Source: an optimization exercise on an open RTL-to-GDS flow (aim: small area). Production flows keep margins and buffers that such runs may drop. Where RTL was checked, it was by simulation tests only, not by an equivalence proof against the original. Power figures rest on the tool's default switching activity, not on a simulated workload.

Setup of P:
// requant
module requant (
	clk,
	ce,
	rst,
	data_in,
	sync_in,
	gain,
	data_out,
	sync_out,
	addr,
	ovfl
);
Size in the first run: roughly 930 cells after synthesis, ~94 flip-flops, ~80 I/O pins, roughly 0.011 mm2 of cells after synthesis.
==> flow/config.mk <==
export PLATFORM = sky130hd
export DESIGN_NAME = requant
export DESIGN_NICKNAME = requant
export VERILOG_FILES = /design/flow/design.v
export SDC_FILE = /design/flow/constraint.sdc
export NUM_CORES = 4
export LEC_CHECK = 0
export CAP_MARGIN = 0
export CORE_MARGIN = 2
export CORE_UTILIZATION = 65
export GPL_TIMING_DRIVEN = 0
export PLACE_DENSITY = 0.75
export SLEW_MARGIN = 0
export SYNTH_HIERARCHICAL = 1
export SYNTH_MINIMUM_KEEP_SIZE = 0
==> flow/constraint.sdc <==
create_clock -name core_clock -period 7.0 [get_ports {clk}]
set_input_delay 1.4000 -clock core_clock [delete_from_list [all_inputs] [get_ports {clk}]]
set_output_delay 1.4000 -clock core_clock [all_outputs]
set_load 0.01 [all_outputs]
standard.sh (not shown) runs the stock make flow with config.mk's settings and CLKGATE_MAP_FILE= SYNTH_SCRIPT=/design/flow/synth_recipe.tcl, a recipe that flattens the netlist after the stock synthesis.
==> flow/flow/run.sh <==
#!/bin/bash
# Standard ORFS layout, with plain buf_1 cells as the port buffers and a clock
# tree of clkbuf_8 cells without dummy loads.
set -euo pipefail
bash standard.sh "BUFFER_PORTS_ARGS=-buffer_cell sky130_fd_sc_hd__buf_1" \
  "CTS_ARGS=-sink_clustering_enable -repair_clock_nets -buf_list sky130_fd_sc_hd__clkbuf_8 -dont_use_dummy_load" \
  finish > make_finish.log 2>&1
P completed; timing, DRC and antenna clean
The inputs of Q differ from those of P as listed below.
- changing SLEW_MARGIN from 0 to 20
- setting CTS_BUF_LIST to sky130_fd_sc_hd__clkbuf_8 for the first time
- changing CAP_MARGIN from 0 to 20
==> flow/flow/run.sh <==
#!/bin/bash
# Standard ORFS layout, with plain buf_1 cells as the port buffers and
# power recovery (downsizing of gates off the critical paths) after global routing.
set -euo pipefail
bash standard.sh "BUFFER_PORTS_ARGS=-buffer_cell sky130_fd_sc_hd__buf_1" RECOVER_POWER=100 finish > make_finish.log 2>&1
==> comparison <==
- Proportion of cell area occupied by registers: Q < P
- Layout checks on Q: not met. Flow itself completed; violations: max-capacitance violations, max-slew violations.
- Q reports a higher critical path depth than P does.
- Routed length on met2 for Q is higher than for P.
- Q against P: global-route usage went up 0.50 points; cell area after layout now larger.

requant again, from the RTL that the note above started with.
clock: 7.0 ns
lec_check: 0
cap_margin: 20
core_margin: 2
core_utilization: 65
cts_buf_list: sky130_fd_sc_hd__clkbuf_8
gpl_timing_driven: 0
place_density: 0.75
slew_margin: 20
synth_hierarchical: 1
synth_minimum_keep_size: 0
==> flow/flow/run.sh <==
#!/bin/bash
# Standard ORFS layout, with plain buf_1 cells as the port buffers.
set -euo pipefail
bash standard.sh "BUFFER_PORTS_ARGS=-buffer_cell sky130_fd_sc_hd__buf_1" finish > make_finish.log 2>&1
The starting point finished clean.
Then changed:
- ABC_CLOCK_PERIOD_IN_PS: not set -> 20000
Outcome: The new run went through all stages and came out clean. Utilization stays the same. Final area does not change. Power does not change. Clock skew is unchanged. First-iteration DRC count does not change.
Then changed:
- ABC_CLOCK_PERIOD_IN_PS: 20000 -> not set
- CAP_MARGIN: 20 -> 0
- SLEW_MARGIN: 20 -> 0
After rerunning: Setup slack gets worse by 0.033 ns; register-to-register slack gets better by 0.02 ns; design area is lower by 0.91%; total power hardly moves; die area stays the same; wire length is lower by about 1.2%; clock skew barely changes; count of clock-buffer cells in the layout fell by 1; fmax falls by 0.50%; non-clock buffer count fell by 4; global-route usage goes down by 0.48 points.

Another version of the RTL of requant (not shown whole).
Size in the first run: ~92 flip-flops, roughly 11000 µm² of cells after synthesis.
export LEC_CHECK = 0
export CAP_MARGIN = 20
export CORE_MARGIN = 2
export CORE_UTILIZATION = 40
export GPL_TIMING_DRIVEN = 0
export SLEW_MARGIN = 20
export SYNTH_HIERARCHICAL = 1
export SYNTH_MINIMUM_KEEP_SIZE = 0
create_clock -name core_clock -period 7.0 [get_ports {clk}]
Scripts as last shown in full above: flow/flow/run.sh
The starting point ran to the end with no violations.
Rerun with:
--- a/flow/config.mk
+++ b/flow/config.mk
@@ -11 +10,0 @@
-export GPL_TIMING_DRIVEN = 0
Sequential power is about the same.
Routed wire length is higher slightly.
Core utilization hardly moves.
Design area stays flat.
Global-route usage is higher by 0.65 points.
Worst hold slack is about the same.
Function was not checked in any run of this note: the RTL went through the layout flow alone.

requant with an RTL version that a note above also has.
For scale: ~94 flip-flops, roughly 11000 sq um of cells after synthesis.
==> flow/config.mk <==
export PLATFORM = sky130hd
export DESIGN_NAME = requant
export DESIGN_NICKNAME = requant
export VERILOG_FILES = /design/flow/design.v
export SDC_FILE = /design/flow/constraint.sdc
export NUM_CORES = 4
export LEC_CHECK = 0
export CAP_MARGIN = 0
export CORE_MARGIN = 2
export CORE_UTILIZATION = 65
export CTS_BUF_LIST = sky130_fd_sc_hd__clkbuf_8
export GPL_TIMING_DRIVEN = 0
export PLACE_DENSITY = 0.75
export SLEW_MARGIN = 0
export SYNTH_HIERARCHICAL = 1
export SYNTH_MINIMUM_KEEP_SIZE = 0
==> flow/constraint.sdc <==
create_clock -name core_clock -period 7.0 [get_ports {clk}]
set_input_delay 1.4000 -clock core_clock [delete_from_list [all_inputs] [get_ports {clk}]]
set_output_delay 1.4000 -clock core_clock [all_outputs]
set_load 0.01 [all_outputs]
==> flow/flow/run.sh <==
#!/bin/bash
# Standard ORFS layout, with plain buf_1 cells as the port buffers and, after
# floorplanning, synthesis's sized-up combinational cells reset to drive 1
# (flow/downsize.tcl); later repair steps size up where needed.
set -euo pipefail
bash standard.sh "BUFFER_PORTS_ARGS=-buffer_cell sky130_fd_sc_hd__buf_1" \
  "POST_FLOORPLAN_TCL=$PWD/flow/downsize.tcl" finish > make_finish.log 2>&1
==> flow/flow/downsize.tcl <==
# After floorplanning: put every combinational cell that synthesis sized up
# back to the smallest drive strength of the same function; the later
# repair steps size up again wherever timing, slew or load need it.
# Registers keep the cell type synthesis gave them.
set block [ord::get_db_block]
set n 0
foreach inst [$block getInsts] {
  set master [[$inst getMaster] getName]
  if { ![regexp {^(sky130_fd_sc_hd__[a-z0-9]+)_([0-9]+)$} $master -> base drive] } { continue }
  if { [regexp {__(df|edf|sdf|dl|sedf|tap|fill|decap|conb|clkbuf|clkinv|clkdly|dlygate|dlymetal)} $base] } { continue }
  foreach d {0 1 2} {
    if { $d >= $drive } { break }
    set cand [get_lib_cells -quiet ${base}_$d]
    if { [llength $cand] > 0 && [lsearch $::env(DONT_USE_CELLS) ${base}_$d] < 0 } {
      replace_cell [$inst getName] [get_name [lindex $cand 0]]
      incr n
      break
    }
  }
}
puts "downsize.tcl: resized $n instances"
The baseline produced a clean layout.
Edit:
==> flow/flow/run.sh (replaced) <==
#!/bin/bash
# Standard ORFS layout, with plain buf_1 cells as the port buffers.
set -euo pipefail
bash standard.sh "BUFFER_PORTS_ARGS=-buffer_cell sky130_fd_sc_hd__buf_1" finish > make_finish.log 2>&1
- CAP_MARGIN: 0 -> 5
- SLEW_MARGIN: 0 -> 5
removed: flow/flow/downsize.tcl
Outcome:
- synthesized cell count is unchanged
- non-clock buffer count came out lower by 2
- die area stays the same
- first-iteration DRC count came out higher by roughly a tenth
- cell area came out higher slightly

-- afterwards: timing with drivers on the ports --
The results above use ideal ports. As a check the final layouts listed here were re-extracted and re-timed, cells and wires unchanged.
Step 1 assumes that a clkbuf_16 drives the clock port and a buf_2 every other input.
Step 2 moves the port delays by t, midway between the first and last clock arrival at a register: inputs arrive t later, outputs are due t later. That takes back most of the time a late clock gives input paths.
a / b / c = ideal / step 1 / step 2; a / b = the first two.
run	t, ns	setup WS [ns]	hold slack, ns	cell pins on the clock port's net
P	0.362	0.309 / 0.295 / -0.068	0.331 / 0.331 / 0.331	1
Q	0.382	0.352 / 0.365 / -0.017	0.331 / 0.331 / 0.331	1
the first run of note 2	0.384	0.347 / 0.361 / -0.022	0.331 / 0.331 / 0.331	1
the second run of note 2	0.384	0.347 / 0.361 / -0.022	0.331 / 0.331 / 0.331	1
the third run of note 2	0.383	0.314 / 0.326 / -0.057	0.332 / 0.332 / 0.332	1
the first run of note 3	0.385	0.181 / 0.196 / -0.189	0.328 / 0.328 / 0.328	1
the second run of note 3	0.386	0.402 / 0.422 / 0.036	0.330 / 0.330 / 0.330	1
the first run of note 4	0.378	0.270 / 0.284 / -0.094	0.332 / 0.332 / 0.332	1
the second run of note 4	0.378	0.305 / 0.319 / -0.059	0.332 / 0.332 / 0.332	1
The setup slack of P, which loses most, moves by -0.014 ns with the drivers and by -0.377 ns with both steps.
